What follows belongs to an exercise in optimizing a design on an open flow for small area; a production flow would make more cautious choices.
In this exercise RTL edits were held to simulation tests only and were not proved equivalent to the original.
Power figures rest on the tool's default switching activity, not on a simulated workload.

`flow/run.sh`:
```
#!/bin/bash
# synth_recipe.tcl (not shown) runs the flow's synth.tcl, then flattens the netlist and writes it again
# the make line also repeats each setting of config.mk as NAME=value (left out here)
make -C /OpenROAD-flow-scripts/flow DESIGN_CONFIG=/design/flow/config.mk WORK_HOME=/design/flow/orfs CLKGATE_MAP_FILE= SYNTH_SCRIPT=/design/flow/synth_recipe.tcl finish
```
`flow/config.mk`:
```
export PLATFORM = sky130hd
export DESIGN_NAME = snell_law
export DESIGN_NICKNAME = snell_law
export VERILOG_FILES = /design/flow/design.v
export SDC_FILE = /design/flow/constraint.sdc
export NUM_CORES = 4
export LEC_CHECK = 0
export CAP_MARGIN = 20
export CORE_MARGIN = 2
export CORE_UTILIZATION = 40
export SLEW_MARGIN = 20
```
`flow/constraint.sdc`:
```
create_clock -name core_clock -period 5.0 [get_ports {clk}]
set_input_delay 1.0000 -clock core_clock [delete_from_list [all_inputs] [get_ports {clk}]]
set_output_delay 1.0000 -clock core_clock [all_outputs]
set_load 0.01 [all_outputs]
```
`flow/design.v`:
```
`timescale 1ns / 1ps
module multiplier_core(
    input clk,
    input [8:0] a,
    input [3:0] b,
    output reg [12:0] p
    );
always @(posedge clk)
    p <= a * b;
endmodule
module cube_core(
    input clk,
    input [6:0] a,
    input [6:0] b,
    output reg [13:0] p
    );
always @(posedge clk)
    p <= a * b;
endmodule
module cube_core2(
    input clk,
    input [13:0] a,
    input [6:0] b,
    output reg [20:0] p
    );
always @(posedge clk)
    p <= a * b;
endmodule
module divider_core2(
    input clk,
    input [12:0] dividend,
    input [12:0] divisor,
    output [12:0] quotient,
    output [12:0] fractional,
    output rfd
    );
assign rfd = 1'b1;
wire [12:0] rem_w [0:13];
wire [12:0] dvd_w [0:13];
wire [12:0] dvs_w [0:13];
assign rem_w[0] = 13'd0;
assign dvd_w[0] = dividend;
assign dvs_w[0] = divisor;
genvar k;
generate
for (k = 0; k < 13; k = k + 1) begin : stage
    reg [12:0] rem_q, dvd_q, dvs_q;
    wire [13:0] t = {rem_w[k], dvd_w[k][12]};
    wire ge = (t >= {1'b0, dvs_w[k]});
    wire [13:0] d = t - {1'b0, dvs_w[k]};
    always @(posedge clk) begin
        rem_q <= ge ? d[12:0] : t[12:0];
        dvd_q <= {dvd_w[k][11:0], ge};
        dvs_q <= dvs_w[k];
    end
    assign rem_w[k+1] = rem_q;
    assign dvd_w[k+1] = dvd_q;
    assign dvs_w[k+1] = dvs_q;
end
endgenerate
assign quotient = dvd_w[13];
assign fractional = rem_w[13];
endmodule
`timescale 1ns / 1ps
module cube_by_core(
    input [6:0]x,
	 input clk,
    output [20:0]y
    );
wire [13:0]p;
cube_core square1 (
  .clk(clk),  
  .a(x),  
  .b(x),  
  .p(p)  
);
cube_core2 cube1 (
  .clk(clk),  
  .a(p),  
  .b(x),  
  .p(y)  
);
endmodule
`timescale 1ns / 1ps
module comp(
    input [6:0]x,		 
	 input clk,
	 input rst,
    output reg [29:0]y   
    );
	wire [20:0]x3;   
	wire [8:0]inv_three_fact;
	wire [29:0]y_five,y_three,y_one;
	assign inv_three_fact = 9'b0_0010_1011;	 
	cube_by_core c1(.x(x), .clk(clk), .y(x3));
	assign y_five = x3<<5;
	assign y_three = x3<<3;
	assign y_one = x3<<1;		
	always@(posedge clk)
	begin
		if(rst==1)
		begin		
			y <= 30'd0;
		end
		else
		begin
			y <= y_five + y_three + y_one + x3;
		end
	end
endmodule
`timescale 1ns / 1ps
module sine(
	input [6:0]x,   
	input clk,
	input rst,
	output reg[8:0]y	 
    );
wire [29:0]y3;  
wire [14:0]shift_x;
reg [29:0]y3_two_comp;
comp t3(.x(x), .clk(clk), .rst(rst),.y(y3));
assign shift_x = {x,8'd0};
always@(posedge clk)
begin
	if(rst)
	begin
		y <= 8'd0;
		y3_two_comp<= 30'd0;
	end
	else
	begin
		y3_two_comp <= (~y3 + 1'b1);
		y <= (shift_x + y3_two_comp);
	end
end
endmodule
`timescale 1ns / 1ps
module snell_law(
    input out_sel,
	 input n2_sel,
	 input t1_sel,
	 input t2_sel,
	 input [6:0]input_port,
    input clk,
    input rst,
    output reg[6:0]output_port  
    );
reg [3:0]n2;  	 
reg [6:0]theeta1;	 
reg [6:0]theeta2;	 
wire [8:0]sin_theeta1, sin_theeta2;  
wire [12:0]multiply_ans, sin_theeta1_ext, n11, frac;
wire rfd;
wire [1:0]shift_reg;
wire [3:0]n1;
always@(posedge clk)
begin
	if(n2_sel == 1'd1)
	begin
		n2[0] <= input_port[0];
		n2[1] <= input_port[1];
		n2[2] <= input_port[2];
		n2[3] <= input_port[3];
		output_port[0] <= n2[0];
		output_port[1] <= n2[1];
		output_port[2] <= n2[2];
		output_port[3] <= n2[3];
		output_port[4] <= 1'd0;
		output_port[5] <= 1'd0;
		output_port[6] <= 1'd0;
	end
	else if(t1_sel == 1'd1)
	begin
		theeta1[0] <= input_port[0];
		theeta1[1] <= input_port[1];
		theeta1[2] <= input_port[2];
		theeta1[3] <= input_port[3];
		theeta1[4] <= input_port[4];
		theeta1[5] <= input_port[5];
		theeta1[6] <= input_port[6];
		output_port[0] <= theeta1[0];
		output_port[1] <= theeta1[1];
		output_port[2] <= theeta1[2];
		output_port[3] <= theeta1[3];
		output_port[4] <= theeta1[4];
		output_port[5] <= theeta1[5];
		output_port[6] <= theeta1[6];
	end
	else if(t2_sel == 1'd1)
	begin
		theeta2[0] <= input_port[0];
		theeta2[1] <= input_port[1];
		theeta2[2] <= input_port[2];
		theeta2[3] <= input_port[3];
		theeta2[4] <= input_port[4];
		theeta2[5] <= input_port[5];
		theeta2[6] <= input_port[6];
		output_port[0] <= theeta2[0];
		output_port[1] <= theeta2[1];
		output_port[2] <= theeta2[2];
		output_port[2] <= theeta2[2];
		output_port[3] <= theeta2[3];
		output_port[4] <= theeta2[4];
		output_port[5] <= theeta2[5];
		output_port[6] <= theeta2[6];
	end
	else if(out_sel == 1'd1)
	begin
		output_port[0] <= n1[0];
		output_port[1] <= n1[1];
		output_port[2] <= n1[2];
		output_port[3] <= n1[3];
		output_port[4] <= 1'd0;
		output_port[5] <= 1'd0;
		output_port[6] <= 1'd0;
	end
end
sine s1(.x(theeta1), .clk(clk), .rst(rst), .y(sin_theeta1));
sine s2(.x(theeta2), .clk(clk), .rst(rst), .y(sin_theeta2));
multiplier_core m1(
  .clk(clk),  
  .a(sin_theeta2),  
  .b(n2),  
  .p(multiply_ans)  
);
assign sin_theeta1_ext = {{4{1'b0}}, sin_theeta1}; 
divider_core2 d1 (
	.clk(clk),  
	.rfd(rfd),  
	.dividend(multiply_ans),  
	.divisor(sin_theeta1_ext),  
	.quotient(n11),  
	.fractional(frac) 
	); 
assign n1 = n11;
endmodule
```
==> out/qor.csv <==
metric;value;unit
status;complete, no violations;
minimum clock period;4.037;ns
Hold Slack;0.2951;ns
CTS clk-pin slew, worst paths;0.06;ns
most instantiated cells after synthesis;453 x dfxtp_1, 256 x inv_1, 204 x ha_1;
first-pass GRT wire length;69470;µm
Core Area;56600;µm²
max-cap viol count;0;
antenna-violating nets left;0;
Setup WS pre-CTS;0.9674;ns
Die W;243.8;µm
Worst Tran Pin Value;0.9449;ns
clk_skew;0.03188;ns
layout cells sized above 1;0.07742;
post-synthesis cell area;23000;µm²
Ant. Diodes;0;
fin util;0.4569;
routability congestion estimate;0.8248;
GRT overflow;0;
register area share after synthesis;0.4231;
Inst Count DP;2990;
Resized cells post-CTS;0;
worst r2r src;theeta1[1];
Synth Instances;2236;
sequential cell area;9729;µm²
DRT iter0 DRCs;627;
ys async rst share;0;
cts hold-fix bufs;0;
Die ar.;59420;µm²
CP startpoint kind;flip-flop;
synthesis-stage register bit count;475;
DRT Pass-1 Iters;5;
post-synth top area share;0.3944;
via count;14709;
Area contributors post-synth;dfxtp_1 39%, ha_1 11%, fa_1 8.4%;
Hold Fails Final Rpt;0;
multi-input logic area;12190;µm²
Ports;20;
H-tree levels;2;
# nets final;2599;
Post-synth EDFFs;22;
Critical Path RT;5.52;ns
FP Rows;87;
post-DP HPWL;31230;µm
post-synth top area cell;dfxtp_1;
Post-CTS Repair Setup Buffers;0;
CP startpoint;theeta1[1];
Worst Setup End Kind;flip-flop;
final setup margin;0.9626;ns
Pleak;11.08;nW
Crit Path Class;reg2reg;
Clock Latency Late Sink;0.60;ns
Min-Delay Startpoint;d1.stage[2].dvd_q[9];
Final Non-Filler Cells;3081;
Clk Tree Root Cell;clkbuf_16;
Longest Clk Path Bufs;3;
fill count;5276;
CTS tree;built;
final WL;40570;µm
period utilisation layout;0.8075;
wire per inst;13.17;µm
Via density;4.774;
Relative slew margins;0.3687;
ys flop type;dfxtp_1;
Final setup viols;0;
Final Max Tran Viols;0;
post-synth cell types;74;
P per Cell Area;720.5;nW/µm²
final instance area;25860;µm²
WP data arrival;4.56;ns
Fmax achieved;247.7;MHz
CP max FO;16;
# DRC;0;
Final TNS setup;0;ns
antenna violations before repair;0;
cts bufs inserted;50;
Hold WC Path Type;reg2reg;
Syn-to-layout area delta;12.47;%
post-synthesis area per instance;10.28;µm²
Sink Count;475;
Starting Density;0.4063;
largest net degree at the start of global routing;55;
Area after DPL;24030;µm²
GRT Total Usage;0.1388;
VDD IR max;0.0003220;V
Port Buffers;19;
vias in the first global route;14740;
RSZ-0062 raised after global routing;false;
Yosys warning total;7;
chip height;243.8;µm
total power;18.63;mW
cell with the most instances after synthesis;dfxtp_1;
-- power by group --
| group | switching (mW) | leakage [nW] | total, mW | internal [mW] |
|---|---|---|---|---|
| registers | 0.760 | 3.97 | 5.87 | 5.11 |
| logic | 4.40 | 6.23 | 8.72 | 4.32 |
| clock network | 1.52 | 0.875 | 4.04 | 2.53 |
| total | 6.67 | 11.1 | 18.6 | 12.0 |
-- metal layers --
metal,vias to the layer above,share of wire,track usage
li1,7557,-,-
met1,6886,0.46,0.1779
met2,204,0.48,0.2386
met3,62,0.037,0.02699
met4,0,0.019,0.03641
met5,-,0,0
-- kinds of logic after synthesis --
group / share of synthesized area
AND/OR/NAND/NOR: 0.1292
flip-flops: 0.4231
adder cells (fa/ha/maj): 0.1946
buffers and inverters: 0.04777
AO/OA/AOI/OAI: 0.08804
multiplexers: 0.05376
XOR/XNOR: 0.06322
other: 0.0003266
-- state kept, by name (all words and copies together) (netlist names), 8 cells and up --
name                count
s2.y                    9
s1.y3_two_comp          9
s1.t3.c1.cube1.p        9
s2.t3.c1.square1.p      8
s1.t3.y                 9
s2.t3.c1.cube1.p        9
s2.t3.y                 9
s2.y3_two_comp          9
s1.t3.c1.square1.p      8
s1.y                    9
m1.p                   13
d1.stage.rem_q        153
d1.stage.dvs_q        108
d1.stage.dvd_q         88
-- worst max-delay path, stage by stage, from the launching register on --
cell	delay (ns)
edfxtp_1	0.64
inv_1	0.17
nor2_1	0.24
ha_1	0.28
xnor2_1	0.16
ha_1	0.16
inv_1	0.06
fa_1	0.51
fa_1	0.57
inv_1	0.05
ha_1	0.34
a21oi_1	0.14
o21ai_0	0.15
a21o_1	0.21
a21oi_1	0.16
xnor2_1	0.13
-- cells in the final DEF (no fill, tap or decap), drive strengths merged, types with 53 or more instances in the layout --
| master | netlist | layout |
|---|---|---|
| dfxtp | 453 | 453 |
| inv | 256 | 258 |
| ha | 204 | 204 |
| nor2 | 155 | 155 |
| nand2 | 130 | 130 |
| xnor2 | 115 | 115 |
| a21oi | 103 | 103 |
| fa | 96 | 96 |
| mux2 | 82 | 82 |
| and2 | 79 | 79 |
| clkbuf | 24 | 69 |
| o21ai | 66 | 66 |
| nor2b | 53 | 53 |
-- area by class of cell --
| type | count | area share |
|---|---|---|
| clock inverter | 22 | 0.01698 |
| timing repair buffer | 21 | 0.007741 |
| clock buffer | 69 | 0.05385 |
| multi-input combinational | 1482 | 0.4715 |
| inverter | 256 | 0.03716 |
| tap | 756 | 0.03657 |
| sequential | 475 | 0.3762 |
-- worst paths after layout --
kind,to,slack (ns),cells past startpoint
min reg2reg,d1.stage[3].dvd_q[10],0.30,0
min,d1.stage[3].dvd_q[10],0.30,0
max,s1.t3.c1.square1.p[8],0.96,15
max reg2reg,s1.t3.c1.square1.p[8],0.96,15

## static timing again, ports no longer ideal
The flow's constraints put no driver on any port. The routed layout listed below was extracted and timed again, unchanged, in two steps.
Step 1 (the two cells are an assumption about what drives the block):
set clk [get_ports {clk}]
set_driving_cell -lib_cell sky130_fd_sc_hd__clkbuf_16 $clk
set_driving_cell -lib_cell sky130_fd_sc_hd__buf_2 [delete_from_list [all_inputs] $clk]
Step 2 moves the port delays by t, midway between the first and last clock arrival at a register: inputs arrive t later, outputs are due t later. That takes back most of the time a late clock gives input paths.
Slacks: no drivers / after step 1 / after step 2; pairs: no drivers / after step 1.
shift t [ns]: 0.641
slack for setup (ns): 0.963 / 0.963 / 0.963
worst setup path after step 2: register to register
latest minus earliest clock arrival (ns): 0.034 / 0.034
slew at the worst register clock pin (ns): 0.06 / 0.06
After both steps this run still meets setup and hold. For this run, drivers alone change the setup slack by 0.000 ns; drivers and shift together by 0.000 ns.
